Context: an optimization exercise on an open-source flow, tuned for small area. The choices shown serve that exercise and are no tape-out recipe.
Function was checked by simulation only, so behaviour that the tests miss may differ from the original.
No driver is modelled on the clock port, so clocking that relies on it looks cheaper here than on a real chip.
Power is estimated from default activity; no workload was simulated.

==> inputs of run a <==
## axi_trim
module axi_trim
#(
	parameter DATA_WIDTH = 8,
	parameter TRIM_LEN = 7
)
(
	input logic         clk,
	input logic         rst_n,
	input logic [DATA_WIDTH*8-1:0] trim_in_tdata,
	input logic [DATA_WIDTH-1:0]   trim_in_tkeep,
	input logic                    trim_in_tlast,
	input logic                    trim_in_tvalid,
	output logic                   trim_in_tready,
	output logic [DATA_WIDTH*8-1:0] trim_out_tdata,
	output logic [DATA_WIDTH-1:0]   trim_out_tkeep,
	output logic                    trim_out_tlast,
	output logic                    trim_out_tvalid,
	input logic                   trim_out_tready,
	input logic [TRIM_LEN-1:0]     trim_len
);
==> module axi_trim, before the edit <==
module axi_trim
#(
	parameter DATA_WIDTH = 8,
	parameter TRIM_LEN = 7
)
(
	input logic         clk,
	input logic         rst_n,
	input logic [DATA_WIDTH*8-1:0] trim_in_tdata,
	input logic [DATA_WIDTH-1:0]   trim_in_tkeep,
	input logic                    trim_in_tlast,
	input logic                    trim_in_tvalid,
	output logic                   trim_in_tready,
	output logic [DATA_WIDTH*8-1:0] trim_out_tdata,
	output logic [DATA_WIDTH-1:0]   trim_out_tkeep,
	output logic                    trim_out_tlast,
	output logic                    trim_out_tvalid,
	input logic                   trim_out_tready,
	input logic [TRIM_LEN-1:0]     trim_len
);
logic [63:0] prev_data_n;  
logic [7:0]  prev_keep;    
logic        in_pkt;       
logic        flush;        
logic [2:0]  rot;          
logic [7:0]  low;          
logic [63:0] d1, d2, in_rot;
logic [7:0]  k1, k2, keep_rot;
logic        tail;
always_comb begin
	rot = trim_len[2:0];
	for (int j = 0; j < 8; j++)
		low[j] = (j + trim_len[3:0] < 8);
	d1 = rot[2] ? {trim_in_tdata[31:0], trim_in_tdata[63:32]} : trim_in_tdata;
	d2 = rot[1] ? {d1[15:0], d1[63:16]} : d1;
	in_rot = rot[0] ? {d2[7:0], d2[63:8]} : d2;
	k1 = rot[2] ? {trim_in_tkeep[3:0], trim_in_tkeep[7:4]} : trim_in_tkeep;
	k2 = rot[1] ? {k1[1:0], k1[7:2]} : k1;
	keep_rot = rot[0] ? {k2[0], k2[7:1]} : k2;
	for (int j = 0; j < 8; j++) begin
		trim_out_tdata[8*j +: 8] = (flush | low[j]) ? ~prev_data_n[8*j +: 8] : in_rot[8*j +: 8];
		trim_out_tkeep[j]        = (flush | low[j]) ? prev_keep[j] : keep_rot[j];
	end
	tail = (trim_len[3] == 1'b0) && trim_in_tkeep[trim_len[2:0]];
end
always_comb trim_out_tvalid = flush | (trim_in_tvalid & in_pkt);
always_comb trim_out_tlast  = flush | (trim_in_tlast & ~tail);
always_comb trim_in_tready  = trim_out_tready;
always_ff @(posedge clk) begin
	if (trim_out_tready) begin
		prev_data_n <= ~in_rot;
		prev_keep <= keep_rot & low;
	end
end
always_ff @(posedge clk or negedge rst_n) begin
	if (!rst_n) begin
		in_pkt <= 1'b0;
		flush  <= 1'b0;
	end else if (trim_out_tready) begin
		flush <= trim_in_tvalid & trim_in_tlast & tail;
		if (trim_in_tvalid)
			in_pkt <= ~trim_in_tlast;
	end
end
endmodule
==> flow/config.mk <==
export PLATFORM = sky130hd
export DESIGN_NAME = axi_trim
export DESIGN_NICKNAME = axi_trim
export VERILOG_FILES = /design/flow/design.v
export SDC_FILE = /design/flow/constraint.sdc
export NUM_CORES = 4
export LEC_CHECK = 0
export ABC_AREA = 1
export CAP_MARGIN = 20
export CORE_MARGIN = 2
export CORE_UTILIZATION = 40
export SLEW_MARGIN = 20
==> flow/constraint.sdc <==
create_clock -name core_clock -period 4.0 [get_ports {clk}]
set_input_delay 0.8000 -clock core_clock [delete_from_list [all_inputs] [get_ports {clk}]]
set_output_delay 0.8000 -clock core_clock [all_outputs]
set_load 0.01 [all_outputs]
standard.sh (not shown) runs the stock make flow with config.mk's settings and CLKGATE_MAP_FILE= SYNTH_SCRIPT=/design/flow/synth_recipe.tcl, a recipe that flattens the netlist after the stock synthesis.
==> flow/flow/run.sh <==
#!/bin/bash
# Standard ORFS layout with these changes: an area-oriented ABC mapping
# (abc_area.script here) that maps 2:1 muxes to inverting o22ai cells (the
# non-inverting mux-like cells are withheld from ABC only), the smallest
# buffer on the ports, and clock tree synthesis with small clock buffers and
# without dummy loads. Each tool's output goes to a log of its own under
# orfs/logs; standard_flow.log has the make output.
set -euo pipefail
here=$(pwd)
rm -rf "$here/scripts"
cp -r "$FLOW_HOME/scripts" "$here/scripts"
cp "$here/flow/abc_area.script" "$here/scripts/abc_area.script"
du=""
for c in o22a_1 o22a_2 o22a_4 a22o_1 a22o_2 a22o_4 mux2_1 mux2_2 mux2_4 mux2_8; do
  du="$du -dont_use sky130_fd_sc_hd__$c"
done
sed -i "s|log_cmd abc {\*}\$abc_args|log_cmd abc {*}\$abc_args$du|" "$here/scripts/synth.tcl"
grep -q "sky130_fd_sc_hd__mux2_8" "$here/scripts/synth.tcl"
export SCRIPTS_DIR="$here/scripts"
export BUFFER_PORTS_ARGS="-buffer_cell sky130_fd_sc_hd__buf_1"
export CTS_ARGS="-sink_clustering_enable -repair_clock_nets -dont_use_dummy_load -buf_list {sky130_fd_sc_hd__clkbuf_2 sky130_fd_sc_hd__clkbuf_4}"
bash standard.sh > "$here/standard_flow.log" 2>&1
==> flow/flow/abc_area.script <==
strash
dch
amap -m -F 4 -A 20
topo
==> run b (differences from run a) <==
--- a/flow/design.v
+++ b/flow/design.v
@@ -19,27 +19,30 @@
 	input logic [TRIM_LEN-1:0]     trim_len
 );
-logic [63:0] prev_data_n;  
+logic [63:0] prev_data;    
 logic [7:0]  prev_keep;    
+logic [3:0]  t_q;          
 logic        in_pkt;       
 logic        flush;        
-logic [2:0]  rot;          
-logic [7:0]  low;          
-logic [63:0] d1, d2, in_rot;
-logic [7:0]  k1, k2, keep_rot;
+logic [7:0]  sel_prev;     
+logic [2:0]  rot;
+logic [63:0] merged;
+logic [7:0]  merged_keep;
+logic [63:0] r1, r2;
+logic [7:0]  k1, k2;
 logic        tail;
 always_comb begin
-	rot = trim_len[2:0];
-	for (int j = 0; j < 8; j++)
-		low[j] = (j + trim_len[3:0] < 8);
-	d1 = rot[2] ? {trim_in_tdata[31:0], trim_in_tdata[63:32]} : trim_in_tdata;
-	d2 = rot[1] ? {d1[15:0], d1[63:16]} : d1;
-	in_rot = rot[0] ? {d2[7:0], d2[63:8]} : d2;
-	k1 = rot[2] ? {trim_in_tkeep[3:0], trim_in_tkeep[7:4]} : trim_in_tkeep;
+	rot = t_q[2:0] & {3{~t_q[3]}};
+	for (int i = 0; i < 8; i++)
+		sel_prev[i] = (i >= t_q);
+	for (int i = 0; i < 8; i++) begin
+		merged[8*i +: 8] = sel_prev[i] ? prev_data[8*i +: 8] : trim_in_tdata[8*i +: 8];
+		merged_keep[i]   = sel_prev[i] ? prev_keep[i] : (trim_in_tkeep[i] & ~flush);
+	end
+	r1 = rot[2] ? {merged[31:0], merged[63:32]} : merged;
+	r2 = rot[1] ? {r1[15:0], r1[63:16]} : r1;
+	trim_out_tdata = rot[0] ? {r2[7:0], r2[63:8]} : r2;
+	k1 = rot[2] ? {merged_keep[3:0], merged_keep[7:4]} : merged_keep;
 	k2 = rot[1] ? {k1[1:0], k1[7:2]} : k1;
-	keep_rot = rot[0] ? {k2[0], k2[7:1]} : k2;
-	for (int j = 0; j < 8; j++) begin
-		trim_out_tdata[8*j +: 8] = (flush | low[j]) ? ~prev_data_n[8*j +: 8] : in_rot[8*j +: 8];
-		trim_out_tkeep[j]        = (flush | low[j]) ? prev_keep[j] : keep_rot[j];
-	end
+	trim_out_tkeep = rot[0] ? {k2[0], k2[7:1]} : k2;
 	tail = (trim_len[3] == 1'b0) && trim_in_tkeep[trim_len[2:0]];
 end
@@ -49,6 +52,7 @@
 always_ff @(posedge clk) begin
 	if (trim_out_tready) begin
-		prev_data_n <= ~in_rot;
-		prev_keep <= keep_rot & low;
+		prev_data <= trim_in_tdata;
+		prev_keep <= trim_in_tkeep;
+		t_q       <= trim_len[3:0];
 	end
 end
==> flow/run.sh (new file) <==
#!/bin/bash
# synth_recipe.tcl (not shown) runs the flow's synth.tcl, then flattens the netlist and writes it again
# the make line also repeats each setting of config.mk as NAME=value (left out here)
make -C /OpenROAD-flow-scripts/flow DESIGN_CONFIG=/design/flow/config.mk WORK_HOME=/design/flow/orfs CLKGATE_MAP_FILE= SYNTH_SCRIPT=/design/flow/synth_recipe.tcl finish
- ABC_AREA: 1 -> unset
- CORE_UTILIZATION: 40 -> 70
- CTS_BUF_LIST: unset -> sky130_fd_sc_hd__clkbuf_2 sky130_fd_sc_hd__clkbuf_4
removed: flow/flow/run.sh
removed: flow/flow/abc_area.script
removed: flow/standard.sh
==> run summary <==
Result of the run: run b stopped before the end; run a complete, no violations
Failing step: run b global routing (5_1_grt); run a -
Count of distinct cell types in the synthesized netlist: run b 45; run a 12
Number of cells upsized or downsized after cts: run b 9; run a 0
Area share of the largest cell type after synthesis: run b 37.9%; run a 51.0%
Total nets after synthesis: run b 704; run a 502
Post-synth EDFFs: run b 76; run a 72
Area fraction in compound gates after synthesis: run b 19.8%; run a 43.4%
Fraction of the yosys area taken by sequential cells: run b 38.7%; run a 52.2%
FP Rows: run b 33; run a 37
Flop and latch count out of synthesis: run b 78; run a 74
Netlist Area Pre-Place: run b 0.00602 sq mm; run a 0.00424 sq mm
Avg Synthesized Cell Area: run b 9.72 sq um; run a 10.1 sq um
Number of setup buffers added after CTS: run b 4; run a 0

---

==> run E <==
==> flow/design.v <==
module axi_trim
#(
	parameter DATA_WIDTH = 8,
	parameter TRIM_LEN = 7
)
(
	input logic         clk,
	input logic         rst_n,
	input logic [DATA_WIDTH*8-1:0] trim_in_tdata,
	input logic [DATA_WIDTH-1:0]   trim_in_tkeep,
	input logic                    trim_in_tlast,
	input logic                    trim_in_tvalid,
	output logic                   trim_in_tready,
	output logic [DATA_WIDTH*8-1:0] trim_out_tdata,
	output logic [DATA_WIDTH-1:0]   trim_out_tkeep,
	output logic                    trim_out_tlast,
	output logic                    trim_out_tvalid,
	input logic                   trim_out_tready,
	input logic [TRIM_LEN-1:0]     trim_len
);
logic [63:0] prev_data_n;  
logic [2:0]  tail_cnt;     
logic        in_pkt;       
logic        flush;        
logic [2:0]  rot;          
logic [7:0]  low;          
logic [63:0] d1, d2, in_rot;
logic [7:0]  k1, k2, keep_rot;
logic        tail;
logic [7:0]  tk;           
logic [7:0]  tail_keep;
always_comb begin
	rot = trim_len[2:0];
	for (int j = 0; j < 8; j++)
		low[j] = (j + trim_len[3:0] < 8);
	d1 = rot[2] ? {trim_in_tdata[31:0], trim_in_tdata[63:32]} : trim_in_tdata;
	d2 = rot[1] ? {d1[15:0], d1[63:16]} : d1;
	in_rot = rot[0] ? {d2[7:0], d2[63:8]} : d2;
	k1 = rot[2] ? {trim_in_tkeep[3:0], trim_in_tkeep[7:4]} : trim_in_tkeep;
	k2 = rot[1] ? {k1[1:0], k1[7:2]} : k1;
	keep_rot = rot[0] ? {k2[0], k2[7:1]} : k2;
	for (int j = 0; j < 8; j++) begin
		trim_out_tdata[8*j +: 8] = (flush | low[j]) ? ~prev_data_n[8*j +: 8] : in_rot[8*j +: 8];
	end
	for (int j = 0; j < 8; j++)
		tail_keep[j] = (tail_cnt >= j);
	trim_out_tkeep = flush ? tail_keep : (low | keep_rot);
	tk = keep_rot & low;
	tail = (trim_len[3] == 1'b0) && trim_in_tkeep[trim_len[2:0]];
end
always_comb trim_out_tvalid = flush | (trim_in_tvalid & in_pkt);
always_comb trim_out_tlast  = flush | (trim_in_tlast & ~tail);
always_comb trim_in_tready  = trim_out_tready;
always_ff @(posedge clk) begin
	if (trim_out_tready) begin
		prev_data_n <= ~in_rot;
		tail_cnt  <= {tk[4], tk[6] | (tk[2] & ~tk[4]),
		              tk[7] | (tk[5] & ~tk[6]) | (tk[3] & ~tk[4]) | (tk[1] & ~tk[2])};
	end
end
always_ff @(posedge clk or negedge rst_n) begin
	if (!rst_n) begin
		in_pkt <= 1'b0;
		flush  <= 1'b0;
	end else if (trim_out_tready) begin
		flush <= trim_in_tvalid & trim_in_tlast & tail;
		if (trim_in_tvalid)
			in_pkt <= ~trim_in_tlast;
	end
end
endmodule
==> flow/flow/run.sh <==
#!/bin/bash
# Standard ORFS layout with these changes: an area-oriented ABC mapping
# (abc_area.script here) that maps 2:1 muxes to inverting o22ai cells (the
# non-inverting mux-like cells are withheld from ABC only), the smallest
# buffer on the ports, and clock tree synthesis with small clock buffers and
# without dummy loads, then smaller clock buffers where the clock slew allows
# (post_cts.tcl). Each tool's output goes to a log of its own under
# orfs/logs; standard_flow.log has the make output.
set -euo pipefail
here=$(pwd)
rm -rf "$here/scripts"
cp -r "$FLOW_HOME/scripts" "$here/scripts"
cp "$here/flow/abc_area.script" "$here/scripts/abc_area.script"
du=""
for c in o22a_1 o22a_2 o22a_4 a22o_1 a22o_2 a22o_4 mux2_1 mux2_2 mux2_4 mux2_8; do
  du="$du -dont_use sky130_fd_sc_hd__$c"
done
sed -i "s|log_cmd abc {\*}\$abc_args|log_cmd abc {*}\$abc_args$du|" "$here/scripts/synth.tcl"
grep -q "sky130_fd_sc_hd__mux2_8" "$here/scripts/synth.tcl"
export SCRIPTS_DIR="$here/scripts"
export BUFFER_PORTS_ARGS="-buffer_cell sky130_fd_sc_hd__buf_1"
export POST_CTS_TCL="$here/flow/post_cts.tcl"
export CTS_ARGS="-sink_clustering_enable -repair_clock_nets -dont_use_dummy_load -buf_list {sky130_fd_sc_hd__clkbuf_8}"
bash standard.sh > "$here/standard_flow.log" 2>&1
==> flow/flow/abc_area.script <==
strash
dch
amap -m -F 4 -A 20
topo
==> flow/flow/post_cts.tcl <==
# After clock tree synthesis: swap each clock buffer for the smaller
# clkbuf_4 where every flip-flop clock pin keeps a slew of at most 100 ps.
proc worst_clk_slew {} {
  set w 0
  foreach p [get_pins -hier */CLK] {
    set s [get_property $p slew_max]
    if {$s > $w} { set w $s }
  }
  return $w
}
estimate_parasitics -placement
puts "post_cts: worst flip-flop clock slew before [worst_clk_slew]"
foreach inst [get_cells clkbuf_*_clk] {
  set old [get_property $inst ref_name]
  if {$old ne "sky130_fd_sc_hd__clkbuf_8"} { continue }
  replace_cell $inst sky130_fd_sc_hd__clkbuf_4
  estimate_parasitics -placement
  set w [worst_clk_slew]
  if {$w > 0.100} {
    replace_cell $inst $old
    estimate_parasitics -placement
    puts "post_cts: kept [get_full_name $inst] as $old ($w)"
  } else {
    puts "post_cts: [get_full_name $inst] now clkbuf_4 ($w)"
  }
}
puts "post_cts: worst flip-flop clock slew after [worst_clk_slew]"
==> flow/standard.sh <==
#!/bin/bash
# synth_recipe.tcl (not shown) runs the flow's synth.tcl, then flattens the netlist and writes it again
# the make line also repeats each setting of config.mk as NAME=value (left out here)
make -C /OpenROAD-flow-scripts/flow DESIGN_CONFIG=/design/flow/config.mk WORK_HOME=/design/flow/orfs CLKGATE_MAP_FILE= SYNTH_SCRIPT=/design/flow/synth_recipe.tcl "${@:-finish}"
==> flow/config.mk <==
export PLATFORM = sky130hd
export DESIGN_NAME = axi_trim
export DESIGN_NICKNAME = axi_trim
export VERILOG_FILES = /design/flow/design.v
export SDC_FILE = /design/flow/constraint.sdc
export NUM_CORES = 4
export LEC_CHECK = 0
export ABC_AREA = 1
export CAP_MARGIN = 20
export CORE_MARGIN = 2
export CORE_UTILIZATION = 55
export SLEW_MARGIN = 20
==> flow/constraint.sdc <==
create_clock -name core_clock -period 4.0 [get_ports {clk}]
set_input_delay 0.8000 -clock core_clock [delete_from_list [all_inputs] [get_ports {clk}]]
set_output_delay 0.8000 -clock core_clock [all_outputs]
set_load 0.01 [all_outputs]
==> run A: changes against run E <==
--- a/flow/config.mk
+++ b/flow/config.mk
@@ -10,3 +10,3 @@
 export CORE_MARGIN = 2
-export CORE_UTILIZATION = 55
+export CORE_UTILIZATION = 40
 export SLEW_MARGIN = 20
==> notes <==
Run A finished with timing, DRC and antenna clean. Run E finished with timing, DRC and antenna clean. Of run E and run A, run E has the higher via count (gap 3.1%, measured against run A). In run E the sequential share of layout area is higher than in run A, by 0.33 points. In sequential cell count, run E and run A do not differ. In run E the final cell count is smaller than in run A, by about 5%. Sequential power is about the same in run E and run A. Clock power: run E is lower than run A (about 1%). In area after synthesis, run A and run E do not differ. In clock skew, run E and run A do not differ. In synthesized cell count, run A and run E do not differ.
==> figures <==
|  | run A | run E |
|---|---|---|
| Outcome | no timing/DRC/antenna violations | no timing/DRC/antenna violations |
| Vias per cell | 6.66 | 7.25 |
| Number of cells after detailed placement | 726 | 688 |
| Filler Cell Count | 1004 | 625 |
| Length of routed wiring on met1 | 6620 um | 5590 um |
| Overall via count from detail_route | 4898 | 5052 |
| Clock share of power | 18.9% | 18.7% |
| Met3 usage in global routing | 4.33% | 7.43% |
| Post-Place Setup Slack | 0.468 ns | 0.342 ns |
| Slowest stage delay, CP | 0.51 ns | 0.37 ns |
| Final GP Congestion | 0.932 | 0.942 |
| Worst path setup slack after routing | 0.409 ns | 0.300 ns |
| Hold_ws | 0.148 ns | 0.172 ns |
| Power consumed by combinational cells | 0.661 mW | 0.659 mW |
| Post-layout instance area | 5110 um2 | 5070 um2 |
| Effective utilization at floorplan | 40.6% | 56.9% |
| Static power due to leakage | 1.51 nW | 1.51 nW |
| Buffer and inverter count on the worst path | 4 | 5 |
| Share of cells above drive strength 1 | 5.84% | 5.69% |
| Slew of the pin with the lowest slew margin | 0.890 ns | 0.799 ns |

==> separate check: timing with driven ports <==
The results above use ideal ports. As a check the final layouts listed here were re-extracted and re-timed, cells and wires unchanged. Step 1 sets driving cells, clkbuf_16 on the clock port and buf_2 on the other inputs (assumed; they add their load-dependent delay and slew). Step 2 times the ports against the registers' clock, not the clock port: input delays grow and output delays shrink by t, the midpoint of the rising clock arrivals with the driver on. Slacks: ideal ports / drivers / drivers and shift; pairs: ideal ports / drivers.
run | t, ns | slack for setup (ns) | worst slew at a driven data input, ns
run a of note 1 | 0.449 | 0.292 / 0.242 / 0.242 | 0.06
run E of note 2 | 0.416 | 0.300 / 0.277 / 0.277 | 0.05
run A of note 2 | 0.432 | 0.409 / 0.380 / 0.380 | 0.05
After both steps setup and hold are still met in every run listed. For run a of note 1, which loses most, drivers alone change the setup slack by -0.050 ns; drivers and shift together by -0.050 ns.
